From an optimization exercise on the open Yosys and OpenROAD flow, aimed at small area; shortcuts taken in it are not production practice.
The RTL was checked by simulation tests, not by an equivalence proof against the original design.

--- design/flow/run.sh ---
#!/bin/bash
# synth_recipe.tcl (not shown) runs the flow's synth.tcl, then flattens the netlist and writes it again
# the make line also repeats each setting of config.mk as NAME=value (left out here)
make -C /OpenROAD-flow-scripts/flow DESIGN_CONFIG=/design/flow/config.mk WORK_HOME=/design/flow/orfs CLKGATE_MAP_FILE= SYNTH_SCRIPT=/design/flow/synth_recipe.tcl finish
--- design/flow/config.mk ---
export PLATFORM = sky130hd
export DESIGN_NAME = Sobel
export DESIGN_NICKNAME = Sobel
export VERILOG_FILES = /design/flow/design.v
export SDC_FILE = /design/flow/constraint.sdc
export NUM_CORES = 4
export LEC_CHECK = 0
export CAP_MARGIN = 20
export CORE_MARGIN = 2
export CORE_UTILIZATION = 40
export SLEW_MARGIN = 20
--- design/flow/constraint.sdc ---
create_clock -name core_clock -period 8.0 [get_ports {InVideoClk}]
set_input_delay 1.6000 -clock core_clock [delete_from_list [all_inputs] [get_ports {InVideoClk}]]
set_output_delay 1.6000 -clock core_clock [all_outputs]
set_load 0.01 [all_outputs]
--- design/flow/design.v ---
module PluseDection(
		input 	clk				,       	
		input 	in_sig			,	
		output 	out_sig			,	
		output 	pos_sig			,	
		output  ext_pos_sig		,
		output 	neg_sig			,
		output  ext_neg_sig	
	);
reg[1:0] in_sig_r;
reg   		[9:0]		rPosSig;
reg   		[9:0]		rNegSig ;
always @(posedge clk)
	in_sig_r <= {in_sig_r[0],in_sig};
always@(posedge clk)
begin
	rPosSig<={rPosSig[8:0],pos_sig};
	rNegSig<={rNegSig[8:0],neg_sig};
end
assign pos_sig = ~in_sig_r[1] & in_sig_r[0];
assign neg_sig = in_sig_r[1] & ~in_sig_r[0];
assign out_sig = in_sig_r[1];
assign ext_pos_sig=|rPosSig;
assign ext_neg_sig=|rNegSig;
endmodule
module LineBuf
#(
    parameter       IMAGE_W         =   128
)
(
    input  wire                         InClk            ,
    input  wire                         InEn             ,
    input  wire [7:0]                   InData           ,
    output wire [7:0]                   OutData
);
reg             [8*IMAGE_W-1:0]         rShift               ;
always@(posedge InClk)
begin
    if(InEn)
        rShift<={rShift[8*IMAGE_W-9:0],InData};
end
assign OutData=rShift[8*IMAGE_W-1 -:8];
endmodule
module Matrix
#(
    parameter       IMAGE_W         =   640     ,
    parameter       IMAGE_H         =   480     
)
(
    input  wire                         InClk            ,
    input  wire                         InClr            ,
    input  wire                         InDe             ,
    input  wire [8 -1 :0]               InData           ,
    output reg [8*3-1 :0]               OutMatrixData1     ,
    output reg [8*3-1 :0]               OutMatrixData2     ,
    output reg [8*3-1 :0]               OutMatrixData3     ,
    output reg                          OutMatrixDe          
);
localparam          LINE_NUM    =   3;
reg             [15:0]          RowCnt                ;
wire                            NegDe                ;
wire            [7:0]           DataLine3         ;
wire            [7:0]           DataLine2         ;
wire            [7:0]           DataLine1         ;
wire                            FifoRdEn1         ;
wire                            FifoRdEn2         ;
PluseDection PluseDection
(
	.clk			  (InClk    ),       	
	.in_sig			  (InDe     ),	
	.neg_sig		  (NegDe    ) 
);
always@(posedge InClk)
begin
    if(InClr)
        RowCnt<='d0;
    else if(NegDe)
        RowCnt<=RowCnt+1'b1;
end
assign   FifoRdEn1=InDe&&(|RowCnt)  ;
assign   FifoRdEn2=InDe&&(RowCnt>1) ;
assign   DataLine3=InDe ? InData : 8'd0;
wire            [7:0]           BufLine2          ;
wire            [7:0]           BufLine1          ;
LineBuf
#(
    .IMAGE_W          (IMAGE_W     )
)
u0_LineBuf
(
    .InClk            (InClk       ),
    .InEn             (InDe        ),
    .InData           (InData      ),
    .OutData          (BufLine2    )
);
LineBuf
#(
    .IMAGE_W          (IMAGE_W     )
)
u1_LineBuf
(
    .InClk            (InClk       ),
    .InEn             (InDe        ),
    .InData           (BufLine2    ),
    .OutData          (BufLine1    )
);
assign   DataLine2=FifoRdEn1 ? BufLine2 : 8'd0;
assign   DataLine1=FifoRdEn2 ? BufLine1 : 8'd0;
always@(posedge InClk)
begin
    OutMatrixData1<={OutMatrixData1[15:0],DataLine1}; 
    OutMatrixData2<={OutMatrixData2[15:0],DataLine2};
    OutMatrixData3<={OutMatrixData3[15:0],DataLine3};
end
always@(posedge InClk)
begin
    OutMatrixDe<=InDe;
end
endmodule
module CalCore
(
    input                       InClk       ,
    input       signed [8:0]    InData1     ,
    input       signed [8:0]    InData2     ,
    input       signed [8:0]    InData3     ,
    input       signed [2:0]    InK1        ,
    input       signed [2:0]    InK2        ,
    input       signed [2:0]    InK3        ,   
    input                       InDataDe    , 
    output     signed [15:0]   OutData      ,
    output                      OutDataDe         
);
reg  signed    [15:0]  rInData1;
reg  signed    [15:0]  rInData2;
reg  signed    [15:0]  rInData3;
reg  signed    [15:0]  rOutData;
reg         [2:0]           rInDataDe;
always@(posedge InClk)
begin
    if(InDataDe)
        begin
            rInData1<=InData1*InK1;
            rInData2<=InData2*InK2;
            rInData3<=InData3*InK3;
        end
    else
        begin
            rInData1<='d0;
            rInData2<='d0;
            rInData3<='d0;
        end
end
always@(posedge InClk)
begin
    rOutData<=rInData1+rInData2+rInData3;
end
assign OutData=rOutData;
always@(posedge InClk)
begin
    rInDataDe<={rInDataDe[1:0],InDataDe};
end
assign OutDataDe = rInDataDe[1];
endmodule
module SquareRoot
(
    input                       InClk       ,
    input                       InDataDe    ,
    input       [31:0]          InData      ,
    output                      OutDataDe   ,
    output      [16:0]          OutData
);
reg     [31:0]      rRad    [0:16]  ;
reg     [17:0]      rRem    [0:16]  ;
reg     [15:0]      rRoot   [0:16]  ;
reg     [16:0]      rDe             ;
wire    [17:0]      Trial   [0:15]  ;
wire    [17:0]      Part    [0:15]  ;
always@(posedge InClk)
begin
    rRad[0]  <= InData;
    rRem[0]  <= 18'd0;
    rRoot[0] <= 16'd0;
    rDe[0]   <= InDataDe;
end
genvar i;
generate
for(i=0;i<16;i=i+1)
begin: g_stage
    assign Part[i]  = {rRem[i][15:0],rRad[i][31:30]};
    assign Trial[i] = {rRoot[i],2'b01};
    always@(posedge InClk)
    begin
        rRad[i+1] <= {rRad[i][29:0],2'b00};
        rDe[i+1]  <= rDe[i];
        if(Part[i]>=Trial[i])
            begin
                rRem[i+1]  <= Part[i]-Trial[i];
                rRoot[i+1] <= {rRoot[i][14:0],1'b1};
            end
        else
            begin
                rRem[i+1]  <= Part[i];
                rRoot[i+1] <= {rRoot[i][14:0],1'b0};
            end
    end
end
endgenerate
assign OutData   = {1'b0,rRoot[16]};
assign OutDataDe = rDe[16];
endmodule
module Sobel
#(
    parameter IMAGE_W   =   128  ,
    parameter IMAGE_H   =   480  ,
    parameter IMAGE_DW  =   8
)
(
    input                           InVideoClk  ,
    input                           InVideoVs   ,
    input                           InVideoDe   ,
    input   [IMAGE_DW -1 :0]        InVideoData ,
    output                          OutVideoVs  ,
    output                          OutVideoDe  ,
    output  [IMAGE_DW -1 :0]        OutVideoData
);
wire                                PosVsExt       ;
wire [8*3-1 :0]                     OutMatrixData1 ;
wire [8*3-1 :0]                     OutMatrixData2 ;
wire [8*3-1 :0]                     OutMatrixData3 ;
wire                                OutMatrixDe    ; 
wire  signed [15:0]                 X1Sum          ;
wire                                X1De           ;
wire  signed [15:0]                 X2Sum          ;
wire                                X2De           ;
wire  signed [15:0]                 X3Sum          ;
wire                                X3De           ;
reg   signed [15:0]                 rXSum           ;
reg                                 rXDe            ;
reg   signed [15:0]                 XSum           ;
reg                                 XDe            ;
wire  signed [15:0]                 Y1Sum          ;
wire                                Y1De           ;
wire  signed [15:0]                 Y2Sum          ;
wire                                Y2De           ;
wire  signed [15:0]                 Y3Sum          ;
wire                                Y3De           ;
reg   signed [15:0]                 rYSum           ;
reg                                 rYDe            ;
reg   signed [15:0]                 YSum            ;
reg                                 YDe             ; 
reg   [15:0]        AbsYSum     ;
reg   [15:0]        AbsXSum     ;
reg   [31:0]        SquareAbsYSum;
reg   [31:0]        SquareAbsXSum;
reg   [31:0]        SquareAbsXYSum;
reg   [2 :0]        rSquareAbsXYSumDe;
wire    [16:0]        SquareRootXY;
wire                  SquareRootXYDe;
reg     [7:0]         SobelResult ;
reg                   SobelResultDe ;
PluseDection PluseDection(
		.clk				(InVideoClk),       	
		.in_sig			    (InVideoVs),	
		.ext_pos_sig		(PosVsExt)
	);
Matrix
#(
    .IMAGE_W         (IMAGE_W),
    .IMAGE_H         (IMAGE_H)  
)
u_Matrix
(
    .InClk           (InVideoClk    ),
    .InClr           (PosVsExt      ),
    .InDe            (InVideoDe     ),
    .InData          (InVideoData   ),
    .OutMatrixData1  (OutMatrixData1),
    .OutMatrixData2  (OutMatrixData2),
    .OutMatrixData3  (OutMatrixData3),
    .OutMatrixDe     (OutMatrixDe   ) 
);
CalCore x1_CalCore                                                      
(
    .InClk     (InVideoClk                  ),
    .InData1   ({1'b0,OutMatrixData1[23:16]}),
    .InData2   ({1'b0,OutMatrixData1[15: 8]}),
    .InData3   ({1'b0,OutMatrixData1[7 : 0]}),
    .InK1      (-1                          ),
    .InK2      (0                           ),
    .InK3      (1                           ),   
    .InDataDe  (OutMatrixDe                 ), 
    .OutData   (X1Sum                       ),
    .OutDataDe (X1De                        )      
);
CalCore x2_CalCore
(
    .InClk     (InVideoClk                  ),
    .InData1   ({1'b0,OutMatrixData2[23:16]}),
    .InData2   ({1'b0,OutMatrixData2[15: 8]}),
    .InData3   ({1'b0,OutMatrixData2[7 : 0]}),
    .InK1      (-2                          ),
    .InK2      (0                           ),
    .InK3      (2                           ),   
    .InDataDe  (OutMatrixDe                 ), 
    .OutData   (X2Sum                       ),
    .OutDataDe (X2De                        )      
);
CalCore x3_CalCore
(
    .InClk     (InVideoClk                  ),
    .InData1   ({1'b0,OutMatrixData3[23:16]}),
    .InData2   ({1'b0,OutMatrixData3[15: 8]}),
    .InData3   ({1'b0,OutMatrixData3[7 : 0]}),
    .InK1      (-1                          ),
    .InK2      (0                           ),
    .InK3      (1                           ),   
    .InDataDe  (OutMatrixDe                 ), 
    .OutData   (X3Sum                       ),
    .OutDataDe (X3De                        )      
);
always@(posedge InVideoClk)
begin
    XSum<=X1Sum+X2Sum+X3Sum;
    XDe<=X3De&&X2De&&X1De;
end
always@(posedge InVideoClk)
begin
    if(XSum[15])
        AbsXSum<=65535-XSum;
    else 
        AbsXSum<=XSum;
end
always@(posedge InVideoClk)
begin
    SquareAbsXSum<=AbsXSum*AbsXSum;
end
CalCore y1_CalCore
(
    .InClk     (InVideoClk                  ),
    .InData1   ({1'b0,OutMatrixData1[23:16]}),
    .InData2   ({1'b0,OutMatrixData1[15: 8]}),
    .InData3   ({1'b0,OutMatrixData1[7 : 0]}),
    .InK1      (1                          ),
    .InK2      (2                           ),
    .InK3      (1                           ),   
    .InDataDe  (OutMatrixDe                 ), 
    .OutData   (Y1Sum                       ),
    .OutDataDe (Y1De                        )      
);
CalCore y2_CalCore
(
    .InClk     (InVideoClk                  ),
    .InData1   ({1'b0,OutMatrixData2[23:16]}),
    .InData2   ({1'b0,OutMatrixData2[15: 8]}),
    .InData3   ({1'b0,OutMatrixData2[7 : 0]}),
    .InK1      (0                          ),
    .InK2      (0                           ),
    .InK3      (0                           ),   
    .InDataDe  (OutMatrixDe                 ), 
    .OutData   (Y2Sum                       ),
    .OutDataDe (Y2De                        )      
);
CalCore y3_CalCore
(
    .InClk     (InVideoClk                  ),
    .InData1   ({1'b0,OutMatrixData3[23:16]}),
    .InData2   ({1'b0,OutMatrixData3[15: 8]}),
    .InData3   ({1'b0,OutMatrixData3[7 : 0]}),
    .InK1      (-1                          ),
    .InK2      (-2                           ),
    .InK3      (-1                           ),   
    .InDataDe  (OutMatrixDe                 ), 
    .OutData   (Y3Sum                       ),
    .OutDataDe (Y3De                        )      
);
always@(posedge InVideoClk)
begin
    YSum  <=    Y1Sum+Y2Sum+Y3Sum     ;
    YDe  <=    Y3De&&Y2De&&Y1De;
end
always@(posedge InVideoClk)
begin
    if(YSum[15])
        AbsYSum<=65535-YSum;
    else 
        AbsYSum<=YSum;
end
always@(posedge InVideoClk)
begin
    SquareAbsYSum<=AbsYSum*AbsYSum;
end
always@(posedge InVideoClk)
begin
    SquareAbsXYSum<=SquareAbsXSum+SquareAbsYSum;
end
always@(posedge InVideoClk)
begin
    rSquareAbsXYSumDe<={rSquareAbsXYSumDe[1:0],YDe&&XDe};
end
SquareRoot Square_Root (
  .InClk                    (InVideoClk          ),
  .InDataDe                 (rSquareAbsXYSumDe[2]),
  .InData                   (SquareAbsXYSum      ),
  .OutDataDe                (SquareRootXYDe      ),
  .OutData                  (SquareRootXY        )
);
always@(posedge InVideoClk)
begin
    if(SquareRootXY>255)
        SobelResult<=255;
    else 
        SobelResult<=SquareRootXY[7:0];
end
always@(posedge InVideoClk)
begin
    SobelResultDe<=SquareRootXYDe;
end
assign OutVideoData=SobelResult;
assign OutVideoVs=InVideoVs;
assign OutVideoDe=SobelResultDe;
endmodule
==> results.txt <==
==> worst paths after layout <==
kind	end	slack [ns]	cells past startpoint
worst max-delay path	SquareAbsXSum[29]$_DFF_P_	0.97	20
worst min-delay path	Square_Root.rRad[1][21]$_DFF_P_	0.26	0
worst max register to register	SquareAbsXSum[29]$_DFF_P_	0.97	20
worst min register to register	Square_Root.rRad[1][21]$_DFF_P_	0.26	0
==> layout by cell type, fill, tap and decap left out, types with 16 or more instances in the layout <==
master	netlist	layout
and2_1	179	179
nand2b_1	56	56
clkbuf_1	79	59
nand2_1	313	313
edfxtp_1	2048	2048
clkbuf_16	0	324
a21o_1	91	91
xnor2_1	225	225
ha_1	459	459
nor3_1	68	68
or3_1	28	28
mux2_2	16	16
a31oi_1	17	17
clkinv_2	0	55
bufinv_16	0	29
nor2b_1	63	63
o21ai_0	167	167
a21oi_1	209	209
inv_1	759	759
or2_2	21	21
nand4_1	30	30
buf_4	2	29
a21boi_0	27	27
nor4_1	37	37
fa_1	372	372
clkinv_1	0	42
o21bai_1	22	22
nor2_1	257	257
nand3_1	66	66
dfxtp_1	1097	1096
o31ai_1	26	25
and3_1	35	35
xor2_1	159	159
clkbuf_8	0	22
clkdlybuf4s50_1	0	19
o21a_1	74	74
==> worst reg2reg max path, stage by stage, from the launching register on <==
cell and delay [ns]:
dfxtp_1 0.92, nand2_1 0.20, fa_1 0.63, inv_1 0.08
fa_1 0.42, fa_1 0.57, fa_1 0.44, fa_1 0.54
inv_1 0.05, fa_1 0.52, inv_1 0.04, ha_1 0.35
and4_1 0.24, a21oi_1 0.20, nand3_1 0.12, o211ai_1 0.25
a21oi_1 0.16, a221oi_1 0.56, o21ai_0 0.23, a31oi_1 0.23
xnor2_1 0.13
==> registers in the layout, indices dropped and copies added (netlist names), 31 cells and up <==
| name | flops |
|---|---|
| u_Matrix.u1_LineBuf.rShift | 1024 |
| Square_Root.rRad | 272 |
| Square_Root.rRem | 217 |
| SquareAbsXYSum | 32 |
| SquareAbsXSum | 31 |
| u_Matrix.u0_LineBuf.rShift | 1024 |
| Square_Root.rRoot | 136 |
| SquareAbsYSum | 31 |
==> stage by stage <==
step	worst slack (ns)	area [µm²]	utilization (%)
2_1_floorplan	1.61	114000	-
3_3_place_gp	1.02	119000	41.9
3_5_place_dp	1.01	119000	41.9
4_1_cts	0.886	130000	45.6
5_1_grt	0.419	130000	45.6
6_report	0.975	130000	45.6
==> cell families (layout without fill, tap and decap cells) <==
logic type / Yosys count / in the layout / share of synthesized area, %
AO/OA/AOI/OAI: 742 / 742 / 4.14
XOR/XNOR: 385 / 385 / 2.95
adder cells (fa/ha/maj): 831 / 831 / 11.5
buffers and inverters: 851 / 1386 / 2.83
flip-flops: 3145 / 3145 / 73.0
multiplexers: 31 / 31 / 0.319
other: 1 / 5 / 0.00328
AND/OR/NAND/NOR: 1201 / 1201 / 5.26
==> final cells by class <==
type                            count  area share (%)
Timing Repair Buffer               56           0.449
Inverter                          760            2.20
Tap cell                         3762            3.63
Clock buffer                      408            6.66
Antenna cell                        2         0.00386
Multi-Input combinational cell   3193            21.3
Clock inverter                    162            1.39
Sequential cell                  3145            64.3
==> metal layers <==
metal | vias to the layer above | GRT usage [%] | wire (µm)
met3 | 378 | 1.92 | 6370
met2 | 839 | 19.0 | 80100
li1 | 25605 | - | -
met4 | 0 | 4.37 | 5660
met1 | 26215 | 17.1 | 85700
met5 | - | 0 | 0
==> flow_summary.toml <==
[route]
drc_errors = 0
viasPerCell = 4.62
drt-total-wl_mm = 178
ant_nets = 0
wl_per_cell_um = 15.5
vias = 53037
drt-pass1-iter-count = 5
drt_iter0_markers = 3678

[sta]
relSlewSlack_pct = 29.9
rsz0062_at_grt = "false"
slew_violations = 0
period_share_pct = 87.8
hold_slack_ns = 0.262
fin_crit_ns = 7.03
finalSetupTns_ns = 0
final.setup_skew_ns = 0.0759
fmax_mhz = 142
worst_pin_slew_ns = 1.05
finalSetupViolCount = 0
hold_violations = 0

[cts]
postCtsSetupRepairBufs = 0
cts_buffer_depth = 4
cts.hold.buffers_added = 0
htreeDepth = 5
cts.sink_count = 3145
clock_latency_ns = 0.85
path_clk_slew_ns = 0.06
ctsResizeCount = 0
numCtsBuffers = 319
clockRootBuffer = "clkbuf_16"
cts_tree = "yes"

[critical_path]
path_buf_inv = 3
startpoint = "AbsXSum[4]$_DFF_P_"
critical-path-slowest-cell = "dfxtp_1"
path_delay_family = "adder cells"
cp-end-kind = "flip-flop"
cpPeakStageDelay_ns = 0.92
crit_type = "reg2reg"
cp_cell_sequence = "nand2_1 -> fa_1 -> inv_1 -> fa_1 -> fa_1 -> fa_1 -> fa_1 -> inv_1 -> fa_1 -> inv_1 -> ha_1 -> and4_1 -> a21oi_1 -> nand3_1 -> o211ai_1 -> a21oi_1 -> a221oi_1 -> o21ai_0 -> a31oi_1 -> xnor2_1"
crit_fanout = 18
timing.rr.start = "AbsXSum[4]$_DFF_P_"
worstPathArrival_ns = 7.73
worst-endpoint-required_ns = 8.70
start_kind = "flip-flop"
cp_common_cell = "fa_1"

[global_route]
antenna_found_initial = 4
grt-ovfl-total = 0
grt_max_degree = 218
grt_pass1_wl_mm = 288
grt_pass1_vias = 54521
gr-usage-all-layers_pct = 12.1

[synth]
yosysTopAreaCellShare_pct = 53.8
synth_cell_types = 83
yosysMostFrequentCell = "edfxtp_1"
synth_area_leaders = "edfxtp_1 (54%), dfxtp_1 (19%), fa_1 (6.5%)"
synthArstFlopShare_pct = 0
seq_area_frac_synth_pct = 73.0
synth_common_cells = "edfxtp_1 (2,048), dfxtp_1 (1,097), inv_1 (759)"
syn_inst = 7187
syn_area_um2 = 114000
synth_area_leader_cell = "edfxtp_1"
ys.flop_type = "edfxtp_1"
avgSynthCellArea_um2 = 15.9
synth-edff-count = 2048
synth-seq-cells = 3145
yosysWarnings = 27

[floorplan]
floorplan.initialDensity_pct = 40.2
dieArea_um2 = 290000
core_area_um2 = 285000
fp.dieH_um = 539
row_count = 196
pin_count = 21
dieWidth_um = 539

[min_path]
hp-start = "Square_Root.rRad[0][19]$_DFF_P_"
hold_class = "reg2reg"

[run_status]
status = "no timing/DRC/antenna violations"

[finish]
final-seq-area_um2 = 83500
drive_gt1_share_pct = 7.37
finalNonFillerCells = 11488
nFillCells = 24502
multi_input_area_um2 = 27700
fin_nets = 8317
areaGrowthSynthToFinish_pct = 13.4

[job]
drv_cap = 0

[placement]
place_inst = 10915
gp_congestion = 0.847
dpl.hpwl_mm = 112
port_buffers = 20

[re-timing with driven ports]
How much do the figures lean on ideal ports? The routed layout below was timed once more, with nothing changed but the port constraints.
Step 1 (the two cells are an assumption about what drives the block):
set clk [get_ports {InVideoClk}]
set_driving_cell -lib_cell sky130_fd_sc_hd__clkbuf_16 $clk
set_driving_cell -lib_cell sky130_fd_sc_hd__buf_2 [delete_from_list [all_inputs] $clk]
Step 2 adds t to the input delays and takes it off the output delays; t is the mean of the earliest and latest rising clock arrival at the registers after step 1. Input paths then give back, and output paths get back, about the clock's delay inside the block.
Slacks: no drivers / after step 1 / after step 2; pairs: no drivers / after step 1.
shift t [ns]: 0.921
slack for setup (ns): 0.975 / 0.975 / 0.975
worst hold slack (ns): 0.262 / 0.262 / 0.262
latest minus earliest clock arrival (ns): 0.115 / 0.115
worst slew at a driven data input, ns: 0.08
After both steps setup and hold are still met in this run. For this run, drivers alone change the setup slack by 0.000 ns; drivers and shift together by 0.000 ns.
